Source: an optimization exercise on an open RTL-to-GDS flow (aim: small area). Production flows keep margins and buffers that such runs may drop.
Only simulation tests tie the RTL to the original design; equivalence was not proved.
No activity file was given, so power comes from the tool's default toggle rates.

==> flow/design.v, too long to show whole: its modules and the start of the top module <==
// module UIController: 979 lines
// module UIC_fa: 3 lines
// module UIC_inv: 3 lines
// module UIC_nand2: 3 lines
// module UIC_nand3: 3 lines
// module UIC_nand4: 3 lines
// module UIC_nor2: 3 lines
// module UIC_or2: 3 lines
// module UIC_or3: 3 lines
// module UIC_or4: 3 lines
// module UIC_aoi222: 3 lines
// module UIC_ao22: 3 lines
module UIController (
  input wire         Clock,
  input wire         Reset_n,
  input  wire [6:0]  REG,
  input  wire [9:0]  VALUE_D,
  output reg  [9:0]  VALUE_Q,
  input  wire        SET,
  input  wire        CLR,
  input  wire        INC,
  input  wire        DEC,
  output wire [8:0]  DISP_VMRK1,
  output wire [8:0]  DISP_VMRK2,
  output wire [8:0]  DISP_HMRK1,
  output wire [8:0]  DISP_HMRK2,
  output wire [1:0]  INPUT_SELECT,
  output wire [0:0]  ADC1_TDIV,
  output wire [1:0]  ADC1_VDIV,
  output wire [7:0]  ADC1_VSHIFT,
  output wire [13:0] ADC1_TRG_LVL,
  output wire [2:0]  ADC1_TRG_MODE,
  output wire [0:0]  ADC2_TDIV,
  output wire [1:0]  ADC2_VDIV,
  output wire [7:0]  ADC2_VSHIFT,
  output wire [13:0] ADC2_TRG_LVL,
  output wire [2:0]  ADC2_TRG_MODE,
  output wire [0:0]  DIG1_TDIV,
  output wire [7:0]  DIG1_VSHIFT,
  output wire [9:0]  DIG1_PAT,
  output wire [9:0]  DIG1_PDCC,
  output reg         DIG1_CFG,
  output wire [0:0]  DIG1_TRG_LVL,
  output wire [2:0]  DIG1_TRG_MODE,
  output wire [0:0]  DIG2_TDIV,
  output wire [7:0]  DIG2_VSHIFT,
  output wire [9:0]  DIG2_PAT,
  output wire [9:0]  DIG2_PDCC,
  output reg         DIG2_CFG,
  output wire [0:0]  DIG2_TRG_LVL,
  output wire [2:0]  DIG2_TRG_MODE,
  output wire [0:0]  DIG3_TDIV,
  output wire [7:0]  DIG3_VSHIFT,
  output wire [9:0]  DIG3_PAT,
  output wire [9:0]  DIG3_PDCC,
  output reg         DIG3_CFG,
  output wire [0:0]  DIG3_TRG_LVL,
  output wire [2:0]  DIG3_TRG_MODE,
  output wire [0:0]  DIG4_TDIV,
  output wire [7:0]  DIG4_VSHIFT,
  output wire [9:0]  DIG4_PAT,
  output wire [9:0]  DIG4_PDCC,
  output reg         DIG4_CFG,
  output wire [0:0]  DIG4_TRG_LVL,
  output wire [2:0]  DIG4_TRG_MODE
);
  // ...
==> flow/flow/run.sh <==
#!/bin/bash
# Standard layout, with the port buffers made from the smallest buffer and
# a clock tree of fewer, larger clusters without dummy loads.
set -euo pipefail
export BUFFER_PORTS_ARGS="-buffer_cell sky130_fd_sc_hd__buf_1"
export CTS_ARGS="-sink_clustering_enable -sink_clustering_size 14 -sink_clustering_max_diameter 60 -buf_list sky130_fd_sc_hd__clkbuf_8 -dont_use_dummy_load -repair_clock_nets"
bash standard.sh finish > standard.log 2>&1
==> flow/standard.sh <==
#!/bin/bash
# synth_recipe.tcl (not shown) runs the flow's synth.tcl, then flattens the netlist and writes it again
# the make line also repeats each setting of config.mk as NAME=value (left out here)
make -C /OpenROAD-flow-scripts/flow DESIGN_CONFIG=/design/flow/config.mk WORK_HOME=/design/flow/orfs CLKGATE_MAP_FILE= SYNTH_SCRIPT=/design/flow/synth_recipe.tcl "${@:-finish}"
==> flow/config.mk <==
export PLATFORM = sky130hd
export DESIGN_NAME = UIController
export DESIGN_NICKNAME = UIController
export VERILOG_FILES = /design/flow/design.v
export SDC_FILE = /design/flow/constraint.sdc
export NUM_CORES = 4
export LEC_CHECK = 0
export CAP_MARGIN = 20
export CORE_MARGIN = 2
export CORE_UTILIZATION = 60
export GPL_TIMING_DRIVEN = 0
export PLACE_DENSITY = 0.7
export SLEW_MARGIN = 20
export SYNTH_HIERARCHICAL = 1
export SYNTH_MINIMUM_KEEP_SIZE = 0
==> flow/constraint.sdc <==
create_clock -name core_clock -period 10.0 [get_ports {Clock}]
set_input_delay 2.0000 -clock core_clock [delete_from_list [all_inputs] [get_ports {Clock}]]
set_output_delay 2.0000 -clock core_clock [all_outputs]
set_load 0.01 [all_outputs]
==> impl_metrics.tcl, run 1 <==
set metrics [dict create \
    critPathRequiredTime_ns 8.00 \
    routed_wl_um 34500 \
    yosys.area_share.adder_pct 1.42 \
    multi_input_cells 545 \
    drive_gt1_share_pct 6.95 \
    dp_hpwl_um 24400 \
    firstDrtPassIters 10 \
    multiInputGateArea_um2 4030 \
    cp-start-kind "primary input" \
    synth_most_common_cell "a22o_1" \
    cp_top_family "simple AND/OR/NAND/NOR gates" \
    cap_violations 0 \
    buffer_area_share_pct 11.1 \
    avgSynthCellArea_um2 11.9 \
    hp-start "DIG2_PAT_q[7]$_DFF_PN0_" \
    hold_depth 1 \
    met2WireLength_um 15000 \
    period_needed_ns 8.51 \
    grt_pass1_vias 8576 \
    insertion_delay_ns 0.53 \
    worstReg2RegEnd "ADC1_VSHIFT_q[6]$_DFF_PN1_" \
    setup_viol 0 \
    multi_input_area_share_pct 34.7 \
    synth_compound_area_share_pct 29.6 \
    hold_viol_final 0 \
    drc 0 \
    nFlopsAndLatches 220 \
    path_depth 18 \
    synth_common_cells "244 x a22o_1, 196 x dfrtp_1, 67 x a222oi_1, 64 x nor2_1, 63 x nand2_1" \
    crit_slowest_cell "or4_1" \
    dp_slack_ns 1.65 \
    synth_area_um2 9880 \
    worst_slack_ns 1.49 \
    status "finished clean" \
]
==> inputs of run 2 (changes only) <==
--- a/flow/design.v
+++ b/flow/design.v
@@ -430,16 +430,17 @@
   wire rt9_3;
   UIC_nand2 g182 (s[39], DIG4_PDCC_q[9], rt9_3);
   UIC_nand4 g183 (rt9_0, rt9_1, rt9_2, rt9_3, rd[9]);
   wire lvl = s[11] | s[16];
   wire cin = is_diff | DEC_p;
   wire ncin;
   UIC_inv g184 (cin, ncin);
   wire [9:0] kk;
+  wire [9:0] cy;
   wire [9:0] sum;
   assign kk[0] = is_diff ? ~((s[3] & DISP_VMRK1_q[0]) | (s[6] & DISP_HMRK1_q[0])) : ~DEC_p;
   assign kk[1] = is_diff ? ~((s[3] & DISP_VMRK1_q[1]) | (s[6] & DISP_HMRK1_q[1])) : (lvl ^ DEC_p);
   wire sub2;
   UIC_ao22 g185 (s[3], DISP_VMRK1_q[2], s[6], DISP_HMRK1_q[2], sub2);
   UIC_nor2 g186 (sub2, ncin, kk[2]);
   wire sub3;
   UIC_ao22 g187 (s[3], DISP_VMRK1_q[3], s[6], DISP_HMRK1_q[3], sub3);
@@ -455,17 +456,27 @@
   UIC_nor2 g194 (sub6, ncin, kk[6]);
   wire sub7;
   UIC_ao22 g195 (s[3], DISP_VMRK1_q[7], s[6], DISP_HMRK1_q[7], sub7);
   UIC_nor2 g196 (sub7, ncin, kk[7]);
   wire sub8;
   UIC_ao22 g197 (s[3], DISP_VMRK1_q[8], s[6], DISP_HMRK1_q[8], sub8);
   UIC_nor2 g198 (sub8, ncin, kk[8]);
   assign kk[9] = DEC_p;
-  assign sum = rd + kk + {9'd0, cin};
+  assign cy[0] = cin;
+  UIC_fa a0 (.a(rd[0]), .b(kk[0]), .c(cy[0]), .s(sum[0]), .co(cy[1]));
+  UIC_fa a1 (.a(rd[1]), .b(kk[1]), .c(cy[1]), .s(sum[1]), .co(cy[2]));
+  UIC_fa a2 (.a(rd[2]), .b(kk[2]), .c(cy[2]), .s(sum[2]), .co(cy[3]));
+  UIC_fa a3 (.a(rd[3]), .b(kk[3]), .c(cy[3]), .s(sum[3]), .co(cy[4]));
+  UIC_fa a4 (.a(rd[4]), .b(kk[4]), .c(cy[4]), .s(sum[4]), .co(cy[5]));
+  UIC_fa a5 (.a(rd[5]), .b(kk[5]), .c(cy[5]), .s(sum[5]), .co(cy[6]));
+  UIC_fa a6 (.a(rd[6]), .b(kk[6]), .c(cy[6]), .s(sum[6]), .co(cy[7]));
+  UIC_fa a7 (.a(rd[7]), .b(kk[7]), .c(cy[7]), .s(sum[7]), .co(cy[8]));
+  UIC_fa a8 (.a(rd[8]), .b(kk[8]), .c(cy[8]), .s(sum[8]), .co(cy[9]));
+  assign sum[9] = rd[9] ^ kk[9] ^ cy[9];
   always @(*) begin
     VALUE_Q[9] = rd[9];
   end
   wire vq0;
   UIC_ao22 g199 (is_diff, sum[0], nodiff, rd[0], vq0);
   wire vq1;
   UIC_ao22 g200 (is_diff, sum[1], nodiff, rd[1], vq1);
   wire vq2;
==> flow/config.mk (replaced) <==
export PLATFORM = sky130hd
export DESIGN_NAME = UIController
export DESIGN_NICKNAME = UIController
export VERILOG_FILES = /design/flow/design.v
export SDC_FILE = /design/flow/constraint.sdc
export NUM_CORES = 4
export LEC_CHECK = 0
export CAP_MARGIN = 20
export CORE_MARGIN = 2
export CORE_UTILIZATION = 60
export PLACE_DENSITY = 0.7
export SLEW_MARGIN = 20
export SYNTH_HIERARCHICAL = 1
export SYNTH_MINIMUM_KEEP_SIZE = 0
==> run 2 against run 1 <==
  * Maximum frequency down 13%
  * Synthesized area decreased by 1.8%
  * Sequential share of layout area rose by 0.85 points
  * Clock power down 3%
  * Combinational power shrank 5%
  * Critical path depth stayed put
  * Count of clock-buffer cells in the layout is 1 lower
  * Cell area down 1.8%
  * First-iteration DRC count is 12% higher
  * Register-to-register slack worse by 1.8 ns
  * Die area fell by 1.8%
  * Non-clock buffer count is 10 higher
  * Critical path type unchanged
==> impl_metrics.tcl, run 2 <==
set metrics [dict create \
    drc 0 \
    row_count 46 \
    fmax_mhz 102 \
    final_nets 1125 \
    hold_slack_ns 0.531 \
    cts_buffers 19 \
    yosysUniqueCellTypes 24 \
    track_usage_pct 39.6 \
    synth_cells 792 \
    status "finished clean" \
    antenna_found_initial 1 \
    critPathMaxFanout 6 \
    grt_max_degree 170 \
    crit_slowest_cell "or4_4" \
    synth.area.top_cells "dfrtp_1 51%, a22o_1 22%, a222oi_1 6.9%" \
    design.core.area_um2 15800 \
    grt_pass1_vias 8423 \
    total_power_w 0.00182 \
    path_cells "buf_1 > inv_1 > nand3_2 > nor2_1 > a222oi_1 > nand3_1 > or4_4 > fa_1 > fa_1 > fa_1 > fa_1 > fa_1 > fa_1 > fa_1 > fa_1 > fa_1 > a22o_1 > clkbuf_2" \
    leakage_nw 5.44 \
    grt_pass1_wl_um 52100 \
    cp-start-kind "primary input" \
    p_per_area_nw_per_um2 160 \
    synth-edff-count 0 \
    cp_common_cell "fa_1" \
    synth_seq_cells 220 \
    synth_area_um2 9700 \
    cap_violations 0 \
    insertion_delay_ns 0.53 \
    end_kind "output pin" \
    cp_top_family "adder cells" \
    clkTransAtPathRegs_ns 0.09 \
    hold_viol_final 0 \
    layout_commonest_cell "buf_1" \
    yosysTopAreaCellShare_pct 50.6 \
    clock-sinks 220 \
    postRouteAntennaNets 0 \
    slowest_delay_ns 0.60 \
    setup_viol 0 \
    avgSynthCellArea_um2 12.2 \
    worstPathArrival_ns 7.82 \
    period_needed_ns 9.82 \
    mostFrequentLayoutCells "249 x buf_1, 243 x a22o_1, 196 x dfrtp_1" \
    dieHeight_um 131 \
    ys_async_sr_fraction_pct 100 \
    numPortBuffers 254 \
    drive_gt1_share_pct 8.80 \
    die_w_um 131 \
    fin_crit_sh_pct 98.2 \
    firstDrtPassIters 8 \
    place.gp.congestion 0.940 \
    synth_top_area_cell "dfrtp_1" \
    diodes 0 \
    crit_type "in -> out" \
    seq_area_frac_synth_pct 57.1 \
    fin_skew_ns 0.0487 \
    hold_path.class "reg -> reg" \
    vias 9123 \
    start_util_pct 61.3 \
    ios 263 \
    irDropWorstVdd_v 0.000127 \
    routed_wl_um 34800 \
    dp_hpwl_um 24400 \
    tightest_slew_ns 1.20 \
    critPathBufInv 3 \
    root_buffer "clkbuf_8" \
    drtIter0Drc 1514 \
    synth_common_cells "244 x a22o_1, 196 x dfrtp_1, 67 x a222oi_1, 61 x nand2_1, 60 x nor2_1" \
    regArea_um2 5540 \
    clk_path_buf_depth 3 \
    critPathRequiredTime_ns 8.00 \
    max-slew-margin-rel_pct 19.8 \
    area_delta_synth_final_pct 17.6 \
    grt_overflow 0 \
    die_area_um2 17200 \
    vias_per_cell 6.98 \
    dominantRegCellSynth "dfrtp_1" \
    htree_levels 1 \
    final-max-slew-violation-count 0 \
    routedWlPerCell_um 26.7 \
    fill_cells 1225 \
    cts_tree "built" \
    multiInputGateArea_um2 3900 \
    yosys_warnings 7 \
    synth_most_common_cell "a22o_1" \
]
## run 2: cell types whose count changed after synthesis, moves of 4 or more
cell     change
nor2_1       -4
nand3_1      -5
xnor2_1      -7
inv_1        -7
a21oi_1      -4
fa_1         +7
ha_1         -8
## run 2: what timing repair did
action	4_1_cts	5_1_grt
resized for setup	0	11
hold buffers	0	0
setup buffers	0	1
endpoints found under the setup margin	0	1
## run 2: kinds of logic after synthesis
kind of cell	Yosys count	synth area share (%)
adders and majority gates	9	1.86
xor gates and xnor gates	3	0.271
and+or+nand+nor	176	8.12
DFF	220	57.1
buffers and inverters	68	3.33
other	1	0.0387
AOI/OAI and AO/OA	315	29.3
## run 2: worst paths after layout
kind | from | to | slack, ns | cells past startpoint
max in group asynchronous | Reset_n | DISP_HMRK1_q[3]$_DFF_PN0_ | 7.09 | 2
worst max-delay path | REG[2] | VALUE_Q[8] | 0.18 | 18
worst min register to register | DIG1_TRG_MODE_q[2]$_DFF_PN0_ | DIG1_TRG_MODE_q[2]$_DFF_PN0_ | 0.53 | 1
worst min-delay path | DIG1_TRG_MODE_q[2]$_DFF_PN0_ | DIG1_TRG_MODE_q[2]$_DFF_PN0_ | 0.53 | 1
min in group asynchronous | Reset_n | DIG3_PDCC_q[5]$_DFF_PN0_ | 1.55 | 1
worst max register to register | DIG1_PDCC_q[0]$_DFF_PN0_ | DISP_VMRK1_q[8]$_DFF_PN0_ | 3.54 | 14
## run 2: cell type report
type                    instances  area share (%)
multi-input cells             511            34.2
repair buffers                291            11.0
inverters                      50            1.65
clock buffers                  19            2.29
flip-flops and latches        220            48.5
well taps                     216            2.37
## run 2: worst register-to-register path: cells and delay by family, from the launching register on
| kind | cells | cell delay [ns] |
|---|---|---|
| AND/OR/NAND/NOR | 2 | 0.75 |
| adder cells (fa/ha/maj) | 9 | 3.73 |
| flip-flops | 1 | 0.44 |
| AO/OA/AOI/OAI | 3 | 1.44 |
## run 2: power breakdown
| part | internal, W | switching [W] |
|---|---|---|
| Sequential | 0.000982 | 0.0000967 |
| Combinational | 0.000108 | 0.000188 |
| Clock | 0.000171 | 0.000277 |
| Total | 0.00126 | 0.000562 |
## run 2: per-stage QoR
step / instance area [um^2] / worst slack (ns) / cells / utilization, % / setup TNS, ns
after floorplan: 9720 / 0.316 / 799 / - / 0
after global placement: 11100 / 0.262 / 1287 / 70.1 / 0
after detailed placement: 11100 / 0.167 / 1287 / 70.1 / 0
after CTS: 11400 / 0.145 / 1306 / 71.8 / 0
after global routing: 11400 / -0.00337 / 1307 / 72.0 / -0.00337
final: 11400 / 0.180 / 1307 / 72.0 / 0
## run 2: Yosys stat by module (local to each module, per instance)
module | cell area (um^2) | copies in the design
UIC_nand2 | 3.75 | 57
UIC_aoi222 | 10.0 | 67
UIController | 5830 | 1
UIC_nor2 | 3.75 | 49
UIC_or3 | 6.26 | 2
UIC_nand3 | 5.00 | 16
UIC_or4 | 7.51 | 1
UIC_fa | 20.0 | 9
UIC_or2 | 6.26 | 12
UIC_ao22 | 8.76 | 244
UIC_inv | 3.75 | 48
UIC_nand4 | 6.26 | 21
## run 2: per-layer routing
metal	vias to the layer above	routed length [um]	GRT usage, %
met4	0	1360	13.5
met5	-	0	0
li1	3773	-	-
met2	778	15000	55.9
met3	93	4780	10.6
met1	4479	13700	59.9

## port drivers added, routing unchanged
Ports are ideal in the flow. The routed layouts listed here were re-timed in OpenROAD.
Step 1 assumes that a clkbuf_16 drives the clock port and a buf_2 every other input.
Step 2, shift: input delay + t, output delay - t, t = (earliest + latest rising clock arrival at the registers) / 2. This alone moves slack from input paths to output paths.
a / b / c = ideal ports / drivers / drivers and shift; a / b = the first two.
| run | t (ns) | setup WS [ns] | worst hold slack (ns) |
|---|---|---|---|
| run 1 | 0.556 | 1.494 / 1.425 / 1.425 | 0.525 / 0.525 / 0.525 |
| run 2 | 0.546 | 0.180 / 0.123 / 0.123 | 0.531 / 0.531 / 0.531 |
After both steps every run listed still meets setup and hold. For run 1, which loses most, drivers alone change the setup slack by -0.069 ns; drivers and shift together by -0.069 ns.
